Source: an optimization exercise on an open RTL-to-GDS flow (aim: small area and a short achievable clock period). Production flows keep margins and buffers that such runs may drop.
Only simulation tests tie the RTL to the original design; equivalence was not proved.
No activity file was given, so power comes from the tool's default toggle rates. The flow treats the clock pin as an ideal source, which a real chip does not have.

`flow/design.v`:
```
module Nto1_sync_fifo #(N = 4, DATA_WIDTH = 32, DEPTH = 16)
         (input logic clk_i,
          input logic rst_n_i,
          input logic [N*DATA_WIDTH-1:0] data_i,  
          input logic [N-1:0] wr_en_i,            
          input logic rd_en_i,
          output logic                   fifo_full_o,
          output logic                   fifo_empty_o,
          output logic [DATA_WIDTH-1:0]  data_o
         );
localparam RD  = DEPTH-1;         
localparam OD  = DEPTH/2;         
localparam BD  = OD-1;            
logic [DATA_WIDTH-1:0] r_data [0:RD-1][0:N-1];
logic [N-1:0]          r_mask [0:RD-1];
logic [RD-1:0]         r_wp, r_rp;      
logic [DATA_WIDTH-1:0] h_data [0:N-1];
logic [N-1:0]          h_rem;
logic [N-1:0]          h_lane;          
logic                  h_last;          
logic [DEPTH-1:0] e_lvl;                
logic             e_full;               
logic [OD-1:0]    o_lvl;                
logic             o_empty;              
wire e_nempty = e_lvl[0];
wire e_one    = e_lvl[0] & ~e_lvl[1];
wire e_nfull  = ~e_lvl[DEPTH-1];
wire o_nempty = o_lvl[0];
wire o_one    = o_lvl[0] & ~o_lvl[1];
wire o_nfull  = ~o_lvl[OD-1];
wire any_wr = |wr_en_i;
wire e_wr   = any_wr & e_nfull;
wire xfer   = e_nempty & o_nfull;
function automatic [N-1:0] lowest(input [N-1:0] m);
  lowest = m & ~(m - 1'b1);
endfunction
function automatic single(input [N-1:0] m);
  single = ((m & (m - 1'b1)) == '0);
endfunction
wire [N-1:0] lane = h_lane;
wire         last = h_last;
wire         pop  = xfer & last;
wire h_from_in   = ~e_nempty | (pop & e_one);
wire h_from_ring = pop & ~e_one;
wire r_take      = e_nfull & ~h_from_in;
wire h_take      = e_nfull & h_from_in;
wire r_push      = any_wr & r_take;
logic [DATA_WIDTH-1:0] r_word [0:N-1];
logic [N-1:0]          r_hmask;
always_comb begin
  for (int j = 0; j < N; j++) begin
    r_word[j] = '0;
    for (int k = 0; k < RD; k++)
      if (r_rp[k]) r_word[j] = r_word[j] | r_data[k][j];
  end
  r_hmask = '0;
  for (int k = 0; k < RD; k++)
    if (r_rp[k]) r_hmask = r_hmask | r_mask[k];
end
wire [N-1:0] h_next = h_rem & ~lane;    
always_ff @(posedge clk_i) begin
  for (int k = 0; k < RD; k++) begin
    for (int j = 0; j < N; j++)
      if (wr_en_i[j] && (r_take && r_wp[k]))
        r_data[k][j] <= data_i[j*DATA_WIDTH +: DATA_WIDTH];
    if (any_wr && (r_take && r_wp[k]))
      r_mask[k] <= wr_en_i;
  end
  for (int j = 0; j < N; j++)
    if (h_from_ring)             h_data[j] <= r_word[j];
    else if (wr_en_i[j] && h_take) h_data[j] <= data_i[j*DATA_WIDTH +: DATA_WIDTH];
  if (h_from_ring) begin
    h_rem  <= r_hmask;
    h_lane <= lowest(r_hmask);
    h_last <= single(r_hmask);
  end else if (h_from_in) begin
    h_rem  <= wr_en_i;
    h_lane <= lowest(wr_en_i);
    h_last <= single(wr_en_i);
  end else if (xfer) begin
    h_rem  <= h_next;
    h_lane <= lowest(h_next);
    h_last <= single(h_next);
  end
end
always_ff @(posedge clk_i, negedge rst_n_i) begin
  if (!rst_n_i) begin
    r_wp   <= RD'(1);
    r_rp   <= RD'(1);
    e_lvl  <= '0;
  end else begin
    if (r_push)      r_wp <= {r_wp[RD-2:0], r_wp[RD-1]};
    if (h_from_ring) r_rp <= {r_rp[RD-2:0], r_rp[RD-1]};
    if (e_wr && !pop)      e_lvl <= {e_lvl[DEPTH-2:0], 1'b1};
    else if (!e_wr && pop) e_lvl <= {1'b0, e_lvl[DEPTH-1:1]};
  end
end
always_ff @(posedge clk_i)
  e_full <= (e_lvl[DEPTH-1] & ~pop) | (e_lvl[DEPTH-2] & e_wr & ~pop);
logic [DATA_WIDTH-1:0] xword;
always_comb begin
  xword = '0;
  for (int j = 0; j < N; j++)
    if (lane[j]) xword = xword | h_data[j];
end
logic [DATA_WIDTH-1:0] o_head;
logic [DATA_WIDTH-1:0] o_buf [0:BD-1];
logic [BD-1:0]         b_wp, b_rp;      
wire o_rd     = rd_en_i & o_nempty;
wire h_from_x = xfer & (~o_nempty | (o_rd & o_one));
wire h_from_b = o_rd & ~o_one;
wire b_push   = xfer & o_nempty & ~(o_rd & o_one);
logic [DATA_WIDTH-1:0] b_word;
always_comb begin
  b_word = '0;
  for (int k = 0; k < BD; k++)
    if (b_rp[k]) b_word = b_word | o_buf[k];
end
always_ff @(posedge clk_i, negedge rst_n_i) begin
  if (!rst_n_i)      o_head <= '0;
  else if (h_from_x) o_head <= xword;
  else if (h_from_b) o_head <= b_word;
end
always_ff @(posedge clk_i) begin
  for (int k = 0; k < BD; k++)
    if (b_push && b_wp[k]) o_buf[k] <= xword;
end
always_ff @(posedge clk_i, negedge rst_n_i) begin
  if (!rst_n_i) begin
    b_wp    <= BD'(1);
    b_rp    <= BD'(1);
    o_lvl   <= '0;
  end else begin
    if (b_push)   b_wp <= {b_wp[BD-2:0], b_wp[BD-1]};
    if (h_from_b) b_rp <= {b_rp[BD-2:0], b_rp[BD-1]};
    if (xfer && !o_rd)      o_lvl <= {o_lvl[OD-2:0], 1'b1};
    else if (!xfer && o_rd) o_lvl <= {1'b0, o_lvl[OD-1:1]};
  end
end
always_ff @(posedge clk_i)
  o_empty <= ~xfer & (~o_lvl[0] | (o_rd & ~o_lvl[1]));
assign fifo_full_o  = e_full;
assign fifo_empty_o = o_empty;
assign data_o       = o_head;
endmodule
```
`flow/flow/run.sh`:
```
#!/bin/bash
# Own layout flow: the standard ORFS flow (standard.sh), with three changes:
#  - ports buffered with buf_2 cells (by default the port buffers came out as
#    slow delay cells),
#  - clock tree synthesis without dummy loads,
#  - repair steps free to pick cells of any footprint.
# The whole ORFS run's output goes to standard_flow.log; each ORFS step also
# keeps its own log under orfs/logs/.
set -euo pipefail
bash standard.sh MATCH_CELL_FOOTPRINT=0 \
  "BUFFER_PORTS_ARGS=-buffer_cell sky130_fd_sc_hd__buf_2" \
  "CTS_ARGS=-sink_clustering_enable -repair_clock_nets -sink_clustering_size 28 -sink_clustering_max_diameter 90 -dont_use_dummy_load" \
  finish > standard_flow.log 2>&1
```
`flow/standard.sh`:
```
#!/bin/bash
# synth_recipe.tcl (not shown) runs the flow's synth.tcl, then flattens the netlist and writes it again
# the make line also repeats each setting of config.mk as NAME=value (left out here)
make -C /OpenROAD-flow-scripts/flow DESIGN_CONFIG=/design/flow/config.mk WORK_HOME=/design/flow/orfs CLKGATE_MAP_FILE= SYNTH_SCRIPT=/design/flow/synth_recipe.tcl "${@:-finish}"
```
`flow/config.mk`:
```
export PLATFORM = sky130hd
export DESIGN_NAME = Nto1_sync_fifo
export DESIGN_NICKNAME = Nto1_sync_fifo
export VERILOG_FILES = /design/flow/design.v
export SDC_FILE = /design/flow/constraint.sdc
export NUM_CORES = 4
export LEC_CHECK = 0
export CAP_MARGIN = 35
export CORE_MARGIN = 2
export CORE_UTILIZATION = 75
export CTS_CLUSTER_DIAMETER = 90
export CTS_CLUSTER_SIZE = 28
export PLACE_DENSITY = 0.83
export SETUP_SLACK_MARGIN = 3.5
export SLEW_MARGIN = 30
```
`flow/constraint.sdc`:
```
create_clock -name core_clock -period 6.0 [get_ports {clk_i}]
set_input_delay 1.2000 -clock core_clock [delete_from_list [all_inputs] [get_ports {clk_i}]]
set_output_delay 1.2000 -clock core_clock [all_outputs]
set_load 0.01 [all_outputs]
```
==> results of run 1 <==
cell type report:
type / count / area [um^2] / area share [%]
Antenna cell: 34 / 85.1 / 0.0889
Sequential cell: 2442 / 72900 / 76.2
Tap cell: 1536 / 1920 / 2.01
Clock buffer: 97 / 2430 / 2.54
Multi-Input combinational cell: 2217 / 15900 / 16.6
Inverter: 3 / 16.3 / 0.0170
Timing Repair Buffer: 286 / 2490 / 2.61
critical path: cells and delay by family, from the launching register on:
family	cells	cell delay, ns
AOI/OAI and AO/OA	1	0.12
buffers and inverters	2	0.58
DFF	1	0.59
and+or+nand+nor	2	0.90
synth_stat cells (41+ instances only):
cell type	instances
mux2_2	61
buf_2	79
clkbuf_1	212
a222oi_1	164
a221oi_1	160
o21ai_0	96
dfrtp_1	96
a22o_1	160
edfxtp_1	2340
nor2_1	41
o21ai_2	64
and3_1	62
nand3_1	262
nand2_1	378
a22oi_1	600
registers in the layout (all words and copies together) (netlist names), 3 cells and up:
register,flops
o_lvl,8
h_lane,3
r_wp,15
r_data,1920
r_rp,15
r_mask,60
h_data,128
b_rp,7
o_buf,224
h_rem,4
o_head,32
b_wp,7
e_lvl,16
cells by family after synthesis:
group / count (synthesis)
AOI/OAI and AO/OA: 1291
adders and majority gates: 4
buffers and inverters: 342
DFF: 2442
muxes: 82
and+or+nand+nor: 786
report_power, final:
part / internal (uW) / total (uW) / switching (uW)
logic: 1090 / 4410 / 3320
registers: 19900 / 20600 / 748
clock network: 2910 / 7620 / 4710
metrics by stage:
step / util (%) / setup WS (ns) / hold WS [ns] / power [uW]
after floorplan: - / 3.45 / 0.470 / 22600
after global placement: 77.3 / 2.79 / 0.490 / 24300
after detailed placement: 77.7 / 2.63 / 0.497 / 24500
after CTS: 80.5 / 3.31 / 0.519 / 31900
after global routing: 81.1 / 3.45 / 0.559 / 33100
final: 81.1 / 3.44 / 0.508 / 32700
per-layer routing:
| metal | GRT usage [%] | vias up |
|---|---|---|
| met5 | 1.20 | - |
| met3 | 12.5 | 1135 |
| met2 | 61.6 | 6253 |
| met1 | 57.6 | 26400 |
| li1 | - | 20625 |
| met4 | 22.9 | 30 |
repair_timing:
action,in CTS,in global routing
setup endpoints to repair,2224,2090
setup buffers,22,21
gates resized for setup,79,25
gates cloned,52,5
hold buffers,0,0
pin swaps,11,2
worst min-delay path by stage:
stage | startpoint | end | slack, ns | depth (start not counted)
after floorplan | e_lvl[10] | e_lvl[10] | 0.47 | 2
after global placement | e_lvl[8] | e_lvl[8] | 0.49 | 2
after detailed placement | e_lvl[10] | e_lvl[10] | 0.50 | 2
after CTS | rst_n_i | o_head[25] | 0.52 | 1
after global routing | o_lvl[2] | o_lvl[2] | 0.56 | 2
final | rst_n_i | o_head[25] | 0.51 | 1
==> results.sh, run 1 <==
export IMPL_outcome="timing/DRC/antenna clean"
export IMPL_criticalPathCategory="reg2reg"
export IMPL_root_buffer="clkbuf_16"
export IMPL_synth_top_flop_cell="edfxtp_1"
export IMPL_startpoint_type="flip-flop"
export IMPL_placement_cell_area_um2=91600
export IMPL_period_share_pct=42.6
export IMPL_timing_rr_end="r_data[12][20]"
export IMPL_synth_seq_cells=2442
export IMPL_initial_core_util_pct=75.6
export IMPL_maxUsedRoutingLayer="met5"
export IMPL_path_clk_slew_ns=0.11
export IMPL_synth_simple_gate_area_share_pct=4.01
export IMPL_syn_nets=5084
export IMPL_numPortBuffers=168
export IMPL_via_per_inst=8.23
export IMPL_final_cells=6615
export IMPL_fmax_mhz=391
export IMPL_gp_congestion=0.839
export IMPL_io_pins=169
export IMPL_finish_net_count=5184
export IMPL_cts_sinks=2442
export IMPL_synth_area_leaders="edfxtp_1 79%, a22oi_1 5.1%, dfrtp_1 2.7%, a222oi_1 1.8%, nand2_1 1.6%"
export IMPL_drv_slew=0
export IMPL_antenna_found_initial=48
export IMPL_crit_path_top_delay_cell="dfrtp_4"
export IMPL_reg2reg_slack_ns=3.44
export IMPL_wl_met3_um=49100
export IMPL_maxCapViolations=0
export IMPL_synth_cells=4947
export IMPL_wire_per_inst_um=39.9
export IMPL_synth_mux_area_fraction_pct=1.01
export IMPL_finalCriticalPeriod_ns=2.56
export IMPL_overflow=0
export IMPL_critPathMaxStageDelay_ns=0.59
export IMPL_reg2regPathDepth=5
export IMPL_place_detailed_hpwl_um=121000
export IMPL_power_density_nw_per_um2=341
export IMPL_final_cell_mix="2340 x edfxtp_1, 600 x a22oi_1, 374 x nand2_1"
export IMPL_die_y_um=349
export IMPL_synth_area_leader_cell="edfxtp_1"
export IMPL_synth_area_um2=89200
export IMPL_setup_tns_final_ns=0
export IMPL_wl_met1_um=80200
export IMPL_dr_wl_met2_um=117000
export IMPL_drc=0
export IMPL_synth_xor_area_share_pct=0
export IMPL_drive_gt1_share_pct=13.3
export IMPL_wirelength_um=264000
export IMPL_place_inst=6377
export IMPL_startpoint="e_lvl[1]"
export IMPL_coreArea_um2=118000
export IMPL_num_fill_cells=5313
export IMPL_die_w_um=349
export IMPL_grt_pass1_wl_um=358000
export IMPL_synth_top_cell_area_share_pct=78.8
export IMPL_synth_fa_ha_area_share_pct=0.0505
export IMPL_reg2reg_from="e_lvl[1]"
export IMPL_grt_pass1_vias=51032
export IMPL_slew_headroom_pct=24.2
export IMPL_hold_viol=0
export IMPL_crit_required_ns=6.39
export IMPL_seq_area_frac_synth_pct=81.7
export IMPL_endpoint="r_data[12][20]"
export IMPL_yosysWarnings=6
export IMPL_syn_area_per_cell_um2=18.0
export IMPL_h_tree_depth=3
export IMPL_ant_nets=0
export IMPL_clk_latency_ns=0.75
export IMPL_rows=126
export IMPL_dieArea_um2=122000
export IMPL_cts_tree="yes"
export IMPL_drt_initial_drc_count=13343
export IMPL_crit_chain="o31ai_4, buf_12, nor2_2, buf_6, and3_4"
export IMPL_synth_edf_count=2340
export IMPL_syn2layout_area_growth_pct=7.30
export IMPL_grt_max_degree=135
export IMPL_final_common_cell="edfxtp_1"
export IMPL_dr_pass1_iters=10
export IMPL_setup_viol=0
export IMPL_cts_buffers=97
export IMPL_ir_worst_vdd_v=0.000355
export IMPL_cts_buffer_depth=3
export IMPL_design_area_um2=95700
export IMPL_min_path_type="in2async"
export IMPL_track_usage_pct=41.9
export IMPL_clock_skew_ns=0.0614
export IMPL_leakage_uw=0.0308
export IMPL_synthArstFlopShare_pct=4.10
export IMPL_worstPathArrival_ns=2.95
export IMPL_worstMarginPinSlew_ns=1.14
export IMPL_synth_compound_area_share_pct=11.6
export IMPL_rsz0062_at_grt="true"
export IMPL_cp_end_kind="flip-flop"
export IMPL_synth_distinct_cells=48
export IMPL_synth_top_family_by_area="compound AO/OA/AOI/OAI gates"
export IMPL_cp_max_fo=29
export IMPL_num_vias=54443
==> run 2: changes to the inputs <==
--- a/flow/config.mk
+++ b/flow/config.mk
@@ -6,10 +6,10 @@
 export NUM_CORES = 4
 export LEC_CHECK = 0
-export CAP_MARGIN = 35
+export CAP_MARGIN = 25
 export CORE_MARGIN = 2
-export CORE_UTILIZATION = 75
+export CORE_UTILIZATION = 70
 export CTS_CLUSTER_DIAMETER = 90
 export CTS_CLUSTER_SIZE = 28
-export PLACE_DENSITY = 0.83
+export PLACE_DENSITY = 0.78
 export SETUP_SLACK_MARGIN = 3.5
-export SLEW_MARGIN = 30
+export SLEW_MARGIN = 25
==> run 2 against run 1 <==
Net effect:
- still clean on timing, DRC and antenna
- routed wire length shrank 7.8%
- final cell count grew 0.91%
- cell area shrank 0.64%
- combinational power shrank 9.3%
- sequential power is essentially flat
- synthesized area is the same
- clock-buffer cell count is the same
- critical path depth grew 1
- utilization shrank 5.7 points
- setup slack lost 0.029 ns
- synthesized cell count is the same
- maximum frequency shrank 1.1%
- largest cell class unchanged
- highest routed layer unchanged
==> results.sh, run 2 <==
export IMPL_outcome="timing/DRC/antenna clean"
export IMPL_dieArea_um2=130000
export IMPL_synthArstFlopShare_pct=4.10
export IMPL_clock_skew_ns=0.0711
export IMPL_cts_buffer_depth=3
export IMPL_reg2reg_from="r_rp[2]"
export IMPL_setup_tns_final_ns=0
export IMPL_synth_top_cell_area_share_pct=78.8
export IMPL_via_per_inst=7.64
export IMPL_leakage_uw=0.0306
export IMPL_synth_distinct_cells=48
export IMPL_cp_end_kind="flip-flop"
export IMPL_drive_gt1_share_pct=12.4
export IMPL_synth_area_leader_cell="edfxtp_1"
export IMPL_maxCapViolations=0
export IMPL_numPortBuffers=168
export IMPL_dr_pass1_iters=10
export IMPL_worstMarginPinSlew_ns=1.08
export IMPL_startpoint="r_rp[2]"
export IMPL_cts_buffers=97
export IMPL_initial_core_util_pct=70.7
export IMPL_grt_max_degree=102
export IMPL_final_cell_mix="2340 x edfxtp_1, 600 x a22oi_1, 374 x nand2_1"
export IMPL_synth_top_flop_cell="edfxtp_1"
export IMPL_postLayoutCoreUtil_pct=75.4
export IMPL_crit_required_ns=6.52
export IMPL_track_usage_pct=36.5
export IMPL_num_vias=51014
export IMPL_cp_max_fo=71
export IMPL_syn_nets=5084
export IMPL_top_register="r_data"
export IMPL_root_buffer="clkbuf_16"
export IMPL_antenna_found_initial=42
export IMPL_grt_pass1_vias=48636
export IMPL_hold_buffers=0
export IMPL_synth_most_common_cell="edfxtp_1"
export IMPL_die_w_um=361
export IMPL_drt_initial_drc_count=10007
export IMPL_power_density_nw_per_um2=339
export IMPL_overflow=0
export IMPL_finish_net_count=5134
export IMPL_min_path_type="in2async"
export IMPL_startpoint_type="flip-flop"
export IMPL_worstPathArrival_ns=3.10
export IMPL_setup_viol=0
export IMPL_synth_cells=4947
export IMPL_largest_register_ffs=1920
export IMPL_gp_congestion=0.868
export IMPL_wirelength_um=243000
export IMPL_drv_slew=0
export IMPL_yosys_top_cells_count="2340 x edfxtp_1, 600 x a22oi_1, 378 x nand2_1, 262 x nand3_1, 212 x clkbuf_1"
export IMPL_synth_seq_cells=2442
export IMPL_syn_area_per_cell_um2=18.0
export IMPL_num_fill_cells=6746
export IMPL_seq_area_frac_synth_pct=81.7
export IMPL_cts_tree="yes"
export IMPL_criticalPathCategory="reg2reg"
export IMPL_grt_pass1_wl_um=339000
export IMPL_finalCriticalPeriod_ns=2.59
export IMPL_wire_per_inst_um=36.5
export IMPL_clk_latency_ns=0.75
export IMPL_path_clk_slew_ns=0.11
export IMPL_drc=0
export IMPL_top_regs="r_data x1920, o_buf x224, h_data x128"
export IMPL_synth_area_um2=89200
export IMPL_syn2layout_area_growth_pct=6.62
export IMPL_period_share_pct=43.1
export IMPL_ant_nets=0
export IMPL_place_detailed_hpwl_um=121000
export IMPL_cts_sinks=2442
export IMPL_synth_area_leaders="edfxtp_1 79%, a22oi_1 5.1%, dfrtp_1 2.7%, a222oi_1 1.8%, nand2_1 1.6%"
export IMPL_io_pins=169
export IMPL_die_y_um=361
export IMPL_slew_headroom_pct=27.9
export IMPL_ir_worst_vdd_v=0.000429
export IMPL_rsz0062_at_grt="true"
export IMPL_final_common_cell="edfxtp_1"
export IMPL_yosysWarnings=6
export IMPL_synth_edf_count=2340
export IMPL_rows=130
export IMPL_hold_viol=0
export IMPL_coreArea_um2=126000
export IMPL_h_tree_depth=3
export IMPL_fmax_mhz=386
[run 2: cell counts after synthesis]
No cell type changed its count.
[run 2: power breakdown]
group	switching, uW	total (uW)	internal, uW
clock network	4720	7620	2910
registers	690	20600	19900
logic	2990	4000	1010
[run 2: timing repair]
action	CTS	global route
gates resized for setup	62	18
hold endpoints to repair	0	0
pin swaps	4	4
endpoints found under the setup margin	1719	636
setup buffers	21	14
cloned	4	10
[run 2: metal layers]
layer  track usage (%)  share of wire, %
met1              52.4                34
met3              9.49                16
met4              14.9               4.2
met2              54.6                46
met5                 0             0.085
[run 2: layout make-up]
cell class | count | area (um^2) | share of cell area (%)
Tap cell | 1650 | 2060 | 2.17
Multi-Input combinational cell | 2176 | 15300 | 16.1
Clock buffer | 97 | 2430 | 2.55
Timing Repair Buffer | 277 | 2260 | 2.38
Antenna cell | 30 | 75.1 | 0.0790
Inverter | 3 | 16.3 | 0.0171
Sequential cell | 2442 | 72900 | 76.7
[run 2: kinds of logic after synthesis]
family | after synthesis | share of synthesized area, %
buffers and inverters | 342 | 1.72
flip-flops | 2442 | 81.7
AO/OA/AOI/OAI | 1291 | 11.6
AND/OR/NAND/NOR | 786 | 4.01
multiplexers | 82 | 1.01
adder cells (fa/ha/maj) | 4 | 0.0505
[run 2: path summary, 6_finish.rpt]
check | to | slack (ns) | cells after the start
worst max-delay path | h_last | 3.41 | 6
worst min-delay path | o_head[12] | 0.49 | 1
worst max register to register | h_last | 3.41 | 6
worst min register to register | o_lvl[4] | 0.53 | 2
max in group asynchronous | r_rp[8] | 4.44 | 2
min in group core_clock | o_lvl[4] | 0.53 | 2
[run 2: metrics by stage]
stage	area (um^2)	std cells	power (uW)	setup WS, ns	hold WS (ns)
after floorplan	89300	4947	22600	3.45	0.470
after global placement	91400	6490	24400	2.73	0.491
after detailed placement	91600	6499	24500	2.57	0.504
after CTS	94700	6621	31900	3.45	0.482
after global routing	95000	6661	32900	3.44	0.539
final	95100	6675	32200	3.41	0.486
[run 2: worst max-delay path, stage by stage (launching register included)]
cell	delay, ns
dfrtp_4	0.71
buf_12	0.29
a22oi_1	0.26
nand2_1	0.15
nor3_4	0.34
o211ai_1	0.16
a31oi_1	0.32

==> static timing again, ports no longer ideal <==
The results above use ideal ports. As a check the final layouts listed here were re-extracted and re-timed, cells and wires unchanged. Step 1 assumes that a clkbuf_16 drives the clock port and a buf_2 every other input. Step 2 also shifts input and output timing later by t, the mid clock arrival at the registers, as if the neighbouring blocks saw the same clock. Three values: ideal ports, drivers, drivers and shift; two values: the first two.
run | shift t [ns] | setup WS [ns] | worst setup path after step 2 | cell pins on the clock port's net
run 1 | 0.800 | 3.442 / 3.383 / 2.669 | input to register | 1
run 2 | 0.790 | 3.412 / 3.406 / 2.709 | input to register | 1
After both steps setup and hold are still met in every run listed. For run 1, which loses most, drivers alone change the setup slack by -0.059 ns; drivers and shift together by -0.773 ns.
